Source: an optimization exercise on an open RTL-to-GDS flow (aim: small area, a short achievable clock period and few clock cycles). Production flows keep margins and buffers that such runs may drop.
Only simulation tests tie the RTL to the original design; equivalence was not proved.
No activity file was given, so power comes from the tool's default toggle rates.

`flow/run.sh`:
```
#!/bin/bash
set -euo pipefail
MARGIN=$(cat flow/margin.txt)
bash standard.sh SETUP_SLACK_MARGIN=$MARGIN finish > flow_make.log 2>&1
```
`flow/margin.txt`:
```
8.4
```
`standard.sh`:
```
#!/bin/bash
# synth_recipe.tcl (not shown) runs the flow's synth.tcl, then flattens the netlist and writes it again
# the make line also repeats each setting of config.mk as NAME=value (left out here)
make -C /OpenROAD-flow-scripts/flow DESIGN_CONFIG=/design/flow/config.mk WORK_HOME=/design/flow/orfs CLKGATE_MAP_FILE= SYNTH_SCRIPT=/design/flow/synth_recipe.tcl "${@:-finish}"
```
`config.mk`:
```
export PLATFORM = sky130hd
export DESIGN_NAME = PriorityQueue
export DESIGN_NICKNAME = PriorityQueue
export VERILOG_FILES = /design/flow/design.v
export SDC_FILE = /design/flow/constraint.sdc
export NUM_CORES = 4
export LEC_CHECK = 0
export CAP_MARGIN = 20
export CORE_MARGIN = 2
export CORE_UTILIZATION = 30
export SLEW_MARGIN = 20
export SYNTH_HIERARCHICAL = 1
```
`constraint.sdc`:
```
create_clock -name core_clock -period 12.0 [get_ports {clock}]
set_input_delay 2.4000 -clock core_clock [delete_from_list [all_inputs] [get_ports {clock}]]
set_output_delay 2.4000 -clock core_clock [all_outputs]
set_load 0.01 [all_outputs]
```
`design.v`:
```
module pq_le12 (
  input  [11:0] na,    
  input  [11:0] b,
  output        le
);
  wire [11:0] g = b & na;
  wire [11:0] p = b | na;
  wire [5:0]  g1, p1;
  wire [2:0]  g2, p2;
  genvar j;
  generate
    for (j = 0; j < 6; j = j + 1) begin : g_l1
      assign g1[j] = g[2*j+1] | (p[2*j+1] & g[2*j]);
      assign p1[j] = p[2*j+1] & p[2*j];
    end
    for (j = 0; j < 3; j = j + 1) begin : g_l2
      assign g2[j] = g1[2*j+1] | (p1[2*j+1] & g1[2*j]);
      assign p2[j] = p1[2*j+1] & p1[2*j];
    end
  endgenerate
  assign le = g2[2] | (p2[2] & (g2[1] | (p2[1] & (g2[0] | p2[0]))));
endmodule
module pq_slotmux #(parameter W = 18) (
  input          selL,
  input          selN,
  input          selR,
  input          selH,
  input  [W-1:0] left,
  input  [W-1:0] newe,
  input  [W-1:0] right,
  input  [W-1:0] hold,
  output [W-1:0] out
);
  assign out = ({W{selL}} & left) | ({W{selN}} & newe) |
               ({W{selR}} & right) | ({W{selH}} & hold);
endmodule
module pq_prefix_or #(parameter N = 33) (
  input  [N-1:0] x,
  output [N-1:0] y
);
  localparam L = 6;            
  wire [N-1:0] t [0:L];
  assign t[0] = x;
  genvar k, i;
  generate
    for (k = 0; k < L; k = k + 1) begin : g_lvl
      for (i = 0; i < N; i = i + 1) begin : g_bit
        if ((i >> k) & 1) begin : g_or
          assign t[k+1][i] = t[k][i] | t[k][((i >> (k+1)) << (k+1)) + (1 << k) - 1];
        end else begin : g_pass
          assign t[k+1][i] = t[k][i];
        end
      end
    end
  endgenerate
  assign y = t[L];
endmodule
module PriorityQueue (
  input         clock,
  input         reset,
  output        io_head_valid,
  output        io_head_none,
  output [7:0]  io_head_prio_cycle,
  output [3:0]  io_head_prio_superCycle,
  output [5:0]  io_head_refID,
  input         io_cmd_valid,
  input         io_cmd_op,
  input  [7:0]  io_cmd_prio_cycle,
  input  [3:0]  io_cmd_prio_superCycle,
  input  [5:0]  io_cmd_refID,
  output        io_cmd_done,
  output        io_cmd_result,
  output [7:0]  io_cmd_rm_prio_cycle,
  output [3:0]  io_cmd_rm_prio_superCycle
);
  localparam N = 33;
  localparam W = 18;             
  reg  [W-1:0] s [0:N-1];
  reg  [5:0]   clrCnt;           
  reg          idle;             
  reg          headNone;
  reg          headValid;
  reg          resultReg;
  reg  [11:0]  rmPrioReg;
  wire [11:0]  ck = {io_cmd_prio_superCycle, io_cmd_prio_cycle};
  wire [11:0]  nck = ~ck;
  wire [W-1:0] cElem = {ck, io_cmd_refID};
  wire         cValid = io_cmd_valid & idle;
  wire         full = ~&s[N-1][5:0];
  wire         ins = cValid & io_cmd_op & ~full;
  wire         rem = cValid & ~io_cmd_op;
  wire [N-1:0] le;       
  wire [N-1:0] match;    
  wire [N-1:0] after;    
  wire [11:0]  rmk [0:N-1];
  pq_prefix_or #(.N(N)) u_after (.x(match), .y(after));
  genvar i;
  generate
    for (i = 0; i < N; i = i + 1) begin : g_slot
      if (i == N-1) begin : g_lelast
        assign le[i] = 1'b1;
      end else begin : g_le
        pq_le12 u_le (.na(nck), .b(s[i][17:6]), .le(le[i]));
      end
      assign match[i] = s[i][5:0] == io_cmd_refID;
      if (i == 0) begin : g_first
        assign rmk[i] = {12{match[i]}} & s[i][17:6];
      end else begin : g_rest
        assign rmk[i] = rmk[i-1] | ({12{match[i]}} & s[i][17:6]);
      end
      wire [W-1:0] left  = (i == 0) ? {W{1'b0}} : s[(i == 0) ? 0 : i-1];
      wire [W-1:0] right = (i == N-1) ? {W{1'b1}} : s[(i == N-1) ? i : i+1];
      wire         lle   = (i == 0) ? 1'b0 : le[(i == 0) ? 0 : i-1];
      wire selL = ins & lle;
      wire selN = ins & le[i] & ~lle;
      wire selR = ~idle | (rem & after[i]);
      wire selH = ~(selL | selN | selR);
      wire [W-1:0] sn;
      pq_slotmux #(.W(W)) u_mux (
        .selL(selL), .selN(selN), .selR(selR), .selH(selH),
        .left(left), .newe(cElem), .right(right), .hold(s[i]), .out(sn)
      );
      always @(posedge clock) s[i] <= sn;
    end
  endgenerate
  wire headNoneNext = ~(cValid & io_cmd_op) &
                      ((~idle | (rem & match[0])) ? &s[1][5:0] : &s[0][5:0]);
  always @(posedge clock) begin
    headNone <= headNoneNext;
    headValid <= ~headNoneNext;
    resultReg <= io_cmd_op ? full : ~after[N-1];
    rmPrioReg <= rmk[N-1];
    if (reset) begin
      clrCnt <= N;
      idle <= 1'b0;
    end else if (!idle) begin
      clrCnt <= clrCnt - 6'd1;
      idle <= clrCnt == 6'd1;
    end
  end
  assign io_cmd_done = idle;
  assign io_cmd_result = resultReg;
  assign io_cmd_rm_prio_superCycle = rmPrioReg[11:8];
  assign io_cmd_rm_prio_cycle = rmPrioReg[7:0];
  assign io_head_none = headNone;
  assign io_head_valid = headValid;
  assign io_head_prio_superCycle = s[0][17:14];
  assign io_head_prio_cycle = s[0][13:6];
  assign io_head_refID = s[0][5:0];
endmodule
```
==> qor.csv, run 1 <==
stage,metric,value,unit
logic_synthesis,synth.avg_cell_area,8.967,um^2
floorplanning,initial_core_util,0.3021,
min_path,hold_path_depth,2,
sta,hold_violations,0,
pwr,netSwitchingFraction,0.4824,
floorplanning,dieWidth,370.4,um
sta,fmax,215.2,MHz
layout,area_delta_synth_final,38.34,%
clock_tree,cts_tree,done,
clock_tree,insertion_delay,0.69,ns
logic_synthesis,synth_cell_types,63,
grt,grt_max_degree,54,
sta,fin_crit,4.646,ns
layout,fin_util,0.4180,
layout,drive_gt1_frac,0.3810,
detailed_routing,drc,0,
grt,track_usage,0.3433,
pwr,cellPowerDensity,260.4,mW/mm^2
critical_path,worstPathRequired,12.56,ns
clock_tree,cts_sinks,616,
layout,regArea,0.01240,mm^2
min_path,hold_class,flip-flop to flip-flop,
floorplanning,core_area,0.1333,mm^2
pwr,p_int,7.510,mW
detailed_routing,totalWireLength,249800,um
detailed_routing,initialDrtViolationCount,8309,
pwr,irDropWorstVdd,139.1,uV
logic_synthesis,synth-edff-count,0,
sta,worst_pin_slew,1.106,ns
pwr,seqPwrFrac,0.418,
logic_synthesis,syn_inst,4491,
sta,max_slew_margin,0.2573,
layout,final_common_cell,a22oi_1,
layout,final_cell_mix,"a22oi_1 (729), nand2_1 (709), dfxtp_1 (597)",
place,dp_hpwl,135100,um
sta,setup_violations,0,
critical_path,end_kind,flip-flop,
grt,grt_pass1_vias,43700,
layout,multi_input_area,0.02838,mm^2
grt,globalRoute.totalOverflow,0,
sta,drv_slew,0,
outcome,status,finished clean,
detailed_routing,ant_nets,0,
place,portBuffers,55,
detailed_routing,drt-wirelength-per-cell,36.15,um
floorplanning,die-area,0.1372,mm^2
sta,fin_tns_setup,0,ns
detailed_routing,drtPass1Iterations,10,
pwr,p_clk_frac,0.158,
floorplanning,die_h,370.4,um
logic_synthesis,yosys_warnings,10,
grt,grt_pass1_wl,341000,um
critical_path,r2r_end,s[32][15],
floorplanning,row_count,134,
min_path,min_from,clrCnt[5],
grt,antenna_found_initial,23,
clock_tree,cts_max_level,3,
logic_synthesis,synth_seq_area_share,0.3062,
detailed_routing,vias,47960,
logic_synthesis,ys_ff_latch,616,
floorplanning,ioPinCount,56,
sta,finalClockSkew,0.02969,ns
detailed_routing,routed_via_density,6.943,
place,place_congestion,1.051,
clock_tree,clock_path_buffers,3,
critical_path,start_kind,primary input,
logic_synthesis,synth_flop_cell,dfxtp_1,
logic_synthesis,syn-cell-area,0.04027,mm^2
clock_tree,clock-root-buffer,clkbuf_16,
layout,nets,5101,
critical_path,reg2reg_slack,8.85,ns
clock_tree,path_clk_slew,0.06,ns
sta,final.period_utilization,0.3872,
pwr,switchingPower,6.999,mW
clock_tree,cts_buffers,74,
critical_path,critPathArrivalTime,5.21,ns
pwr,comb_power_share,0.425,
critical_path,rr_worst_depth,14,
layout,fillers,12590,
clock_tree,cts-hold-fix-buffers,0,
logic_synthesis,async_flop_share,0,
critical_path,crit_fanout,5,
flow_run,drv_cap,0,
critical_path,crit_type,primary input to flip-flop,
critical_path,timing.rr.start,s[21][5],
sta,rsz0062_at_grt,yes,
pwr,p_leak,21.25,nW
min_path,min_to,clrCnt[5],
[synth_stat cells, drive strengths merged, types with 53 or more instances]
cell | count | area, um^2
a22oi | 1303 | 11600
dfxtp | 616 | 12330
a221oi | 70 | 613.1
buf | 303 | 3349
and2 | 53 | 331.6
nor3 | 78 | 406.6
and3 | 56 | 350.3
a211oi | 128 | 1121
xor2 | 168 | 1486
a31oi | 64 | 400.4
nor2 | 208 | 780.8
a21oi | 99 | 495.5
nand2 | 746 | 2800
[modules after synthesis, one instance, submodules excluded, excerpt]
module	copies in the design	cells inside	flops+latches	area (um^2)
PriorityQueue	1	1526	616	18470
pq_le12	32	27	0	171.4
[metrics by stage]
step	total power [mW]	instance area (um^2)	hold WS [ns]	worst slack [ns]	cells
global route	14.81	55690	0.5323	7.371	6900
finish	14.51	55710	0.5091	7.354	6908
floorplan	7.958	41020	0.4583	6.829	4526
CTS	13.65	53750	0.5108	7.467	6819
global placement	9.932	41310	0.4813	4.256	6168
detailed placement	9.999	41320	0.4858	4.246	6168
[how the worst max path moves through the flow]
stage | start | endpoint | cells past startpoint
global route | io_cmd_refID[3] | s[32][15] | 17
detailed placement | io_cmd_refID[5] | s[32][14] | 14
global placement | io_cmd_refID[5] | s[32][13] | 14
floorplan | io_cmd_prio_superCycle[2] | s[27][10] | 11
finish | io_cmd_refID[5] | s[32][9] | 16
CTS | io_cmd_refID[0] | s[32][14] | 17
[flip-flops by register name, indices dropped and copies added, names as in the netlist]
name       count
idle           1
rmPrioReg     12
resultReg      1
headNone       1
s            594
clrCnt         6
headValid      1
[power groups by stage]
stage               Sequential [mW]  Clock [mW]  Combinational, mW
floorplan                      4.46           0               3.50
global placement               5.75           0               4.19
detailed placement             5.74           0               4.26
CTS                            5.76        2.26               5.62
global route                   6.01        2.35               6.45
finish                         6.06        2.29               6.16
[worst max-delay path, cell delays in order]
cell and delay, ns:
buf_16 0.15, buf_16 0.18, xor2_4 0.19, nor4_4 0.55, and2_4 0.27, nor4_4 0.06, and4_4 0.19, nand4b_1 0.24
nor2b_4 0.24, nand2_4 0.08, nand2_8 0.09, nor2_4 0.05, buf_6 0.14, clkbuf_16 0.15, a22oi_2 0.13, nand2_1 0.06
[layout make-up]
type | count | area share
clock inverter | 16 | 0.002156
timing repair inverter | 11 | 0.001550
inverter | 34 | 0.004110
tap | 1768 | 0.03971
sequential | 616 | 0.2226
antenna | 11 | 0.0004941
multi-input combinational | 3570 | 0.5094
timing repair buffer | 770 | 0.1801
clock buffer | 112 | 0.03982
[timing repair]
item	4_1_cts	5_1_grt
cloned	149	20
hold endpoints to repair	0	0
resized for setup	1273	225
pin swaps	461	319
setup endpoints to repair	643	615
setup buffers	374	58
[cells by family (layout without fill, tap and decap cells)]
| logic type | Yosys count | count (layout) | share of synthesized area |
|---|---|---|---|
| xor gates and xnor gates | 203 | 203 | 0.04452 |
| AOI/OAI and AO/OA | 1934 | 1934 | 0.4069 |
| and+or+nand+nor | 1370 | 1394 | 0.1527 |
| adders and majority gates | 2 | 2 | 0.0006213 |
| buffers and inverters | 364 | 943 | 0.08886 |
| DFF | 616 | 616 | 0.3062 |
| other | 2 | 48 | 0.0001865 |
[per-layer routing]
layer,global-route usage,vias to the layer above,wire [um]
met5,0.01259,-,333
met2,0.4661,4807,94650
li1,-,18740,-
met1,0.4147,22910,87260
met4,0.2692,20,26310
met3,0.1549,1480,41200
Testbench counts, summed over its fixed seeds: cycles 3,200.
==> run 2, diff against run 1 <==
==> flow/margin.txt (replaced) <==
8.0
==> qor.csv, run 2 <==
stage,metric,value,unit
outcome,status,finished clean,
logic_synthesis,yosys_warnings,10,
floorplanning,row_count,134,
sta,max_slew_margin,0.1746,
critical_path,crit_type,primary input to flip-flop,
floorplanning,initial_core_util,0.3021,
floorplanning,die_h,370.4,um
pwr,total_power,14.89,mW
layout,final_common_cell,nand2_1,
logic_synthesis,async_flop_share,0,
logic_synthesis,synth_flop_cell,dfxtp_1,
detailed_routing,totalWireLength,248800,um
clock_tree,clock_path_buffers,3,
detailed_routing,drt-wirelength-per-cell,35.71,um
floorplanning,ioPinCount,56,
detailed_routing,dr.max_layer_used,met5,
layout,largest_reg_flops,594,
layout,top_register,s,
grt,globalRoute.totalOverflow,0,
grt,antenna_found_initial,29,
clock_tree,cts_max_level,3,
grt,grt_pass1_vias,44170,
clock_tree,path_clk_slew,0.06,ns
detailed_routing,drc,0,
sta,worst_pin_slew,1.235,ns
critical_path,critPathArrivalTime,5.12,ns
pwr,p_leak,21.58,nW
detailed_routing,routed_via_density,6.973,
logic_synthesis,ys_ff_latch,616,
sta,rsz0062_at_grt,yes,
layout,nets,5149,
sta,hold_violations,0,
flow_run,drv_cap,0,
layout,fillers,12570,
logic_synthesis,synth.avg_cell_area,8.967,um^2
logic_synthesis,syn_inst,4491,
clock_tree,clock-root-buffer,clkbuf_16,
detailed_routing,wl_met3,41850,um
min_path,hold_class,flip-flop to flip-flop,
clock_tree,cts_sinks,616,
logic_synthesis,synth_seq_area_share,0.3062,
layout,area_delta_synth_final,41.14,%
logic_synthesis,synth.most_common_cell,a22oi_1,
sta,setup_violations,0,
clock_tree,cts-hold-fix-buffers,0,
critical_path,reg2reg_slack,8.86,ns
logic_synthesis,synth-edff-count,0,
sta,fin_crit,4.550,ns
logic_synthesis,yosys.area.top_type_share,0.3062,
place,place_congestion,1.057,
logic_synthesis,synthTopCellsByCount,"a22oi_1 (940), nand2_1 (746), dfxtp_1 (616)",
place,dp_hpwl,137600,um
layout,regArea,0.01238,mm^2
clock_tree,insertion_delay,0.69,ns
detailed_routing,initialDrtViolationCount,9294,
logic_synthesis,synth_cell_types,63,
sta,fmax,219.8,MHz
place,portBuffers,55,
layout,final_cell_mix,"nand2_1 (702), a22oi_1 (652), a22oi_2 (651)",
grt,grt_pass1_wl,342000,um
layout,top_regs,"s x594, rmPrioReg x12, clrCnt x6",
detailed_routing,vias,48580,
critical_path,crit_fanout,6,
floorplanning,die-area,0.1372,mm^2
clock_tree,cts_buffers,71,
detailed_routing,routed-wl-met2,95500,um
logic_synthesis,syn-cell-area,0.04027,mm^2
detailed_routing,m1WireLength,87210,um
floorplanning,core_area,0.1333,mm^2
pwr,cellPowerDensity,261.9,mW/mm^2
grt,track_usage,0.3441,
critical_path,end_kind,flip-flop,
critical_path,worstPathRequired,12.57,ns
sta,drv_slew,0,
clock_tree,cts_tree,done,
sta,finalClockSkew,0.03969,ns
sta,fin_tns_setup,0,ns
logic_synthesis,synthTopCellsByArea,"dfxtp_1 (31%), a22oi_1 (18%), a22oi_2 (11%)",
pwr,irDropWorstVdd,156.7,uV
grt,grt_max_degree,52,
layout,multi_input_area,0.02906,mm^2
sta,final.period_utilization,0.3792,
detailed_routing,ant_nets,0,
detailed_routing,drtPass1Iterations,10,
logic_synthesis,yosysTopAreaCell,dfxtp_1,
critical_path,start_kind,primary input,
floorplanning,dieWidth,370.4,um
layout,drive_gt1_frac,0.4023,
run 2: where the power goes:
group / leakage, nW / internal [mW] / switching [mW]
sequential: 5.18 / 3.10 / 3.14
combinational: 15.2 / 3.22 / 3.10
clock: 1.16 / 1.31 / 1.01
total: 21.6 / 7.64 / 7.25
run 2: what timing repair did:
item,CTS,global route
resized for setup,1246,218
gates cloned,163,9
setup endpoints to repair,627,610
pin swaps,767,360
buffers inserted,426,66
run 2: metrics by stage:
step                cell area, um^2  utilization  hold WS [ns]  setup slack, ns  std cells
floorplan                     40980            -        0.4583            6.829       4526
global placement              41190       0.3091        0.4817            4.323       6156
detailed placement            41210       0.3092        0.4948            4.261       6156
CTS                           54990       0.4126        0.5130            7.533       6871
global route                  56780       0.4260        0.5570            7.410       6946
finish                        56840       0.4264        0.5126            7.450       6967
run 2: cell type report:
type	instances	area share
sequential	616	0.2179
multi-input combinational	3573	0.5112
clock buffer	103	0.03789
clock inverter	23	0.003896
antenna	21	0.0009246
timing repair buffer	820	0.1837
inverter	34	0.004293
timing repair inverter	9	0.001255
tap	1768	0.03892
run 2: logic make-up (layout without fill, tap and decap cells):
family,count (synthesis),in the layout,synth area share
xor gates and xnor gates,203,203,0.04452
other,2,58,0.0001865
adders and majority gates,2,2,0.0006213
and+or+nand+nor,1370,1397,0.1527
buffers and inverters,364,989,0.08886
DFF,616,616,0.3062
AOI/OAI and AO/OA,1934,1934,0.4069
run 2: per-layer routing:
metal,vias to the layer above,track usage
met5,-,0.006294
met4,32,0.2527
met3,1510,0.1560
met2,4790,0.4672
met1,23320,0.4221
li1,18930,-
run 2: Yosys stat by module, one instance, submodules excluded, excerpt:
module,area (um^2),copies in the design
PriorityQueue,18470,1
pq_le12,171.4,32
run 2: critical path, cell delays in order:
cell      delay (ns)
buf_16          0.16
buf_12          0.16
xor2_2          0.18
nor4_4          0.34
and2_4          0.25
nor2_4          0.05
and4_4          0.22
buf_12          0.14
buf_16          0.15
nand4b_1        0.15
nor2b_4         0.23
nand2_4         0.08
nand2_8         0.13
nor2_4          0.06
buf_6           0.14
a22oi_2         0.14
nand2_1         0.07
run 2: worst paths after layout:
| check | start | to | depth (start not counted) |
|---|---|---|---|
| max | io_cmd_refID[0] | s[32][4] | 17 |
| min | clrCnt[5] | clrCnt[5] | 2 |
| max reg2reg | s[4][4] | s[30][16] | 16 |
| min reg2reg | clrCnt[5] | clrCnt[5] | 2 |

## afterwards: timing with drivers on the ports
Ports are ideal in the flow. The routed layouts listed here were re-timed in OpenROAD.
Step 1, drivers: a clkbuf_16 drives clock and a buf_2 each remaining input, both assumed.
Step 2 times the ports against the registers' clock, not the clock port: input delays grow and output delays shrink by t, the midpoint of the rising clock arrivals with the driver on.
Slacks: ideal ports / drivers / drivers and shift; pairs: ideal ports / drivers.
run	shift t [ns]	setup WS [ns]	hold slack, ns	worst data-port slew with drivers (ns)	pins driven straight from the clock port
run 1	0.750	7.354 / 7.092 / 6.342	0.509 / 0.509 / 0.509	0.45	1
run 2	0.750	7.450 / 7.108 / 6.358	0.513 / 0.513 / 0.513	0.53	1
After both steps every run listed still meets setup and hold. The setup slack of run 2, which loses most, moves by -0.342 ns with the drivers and by -1.092 ns with both steps.
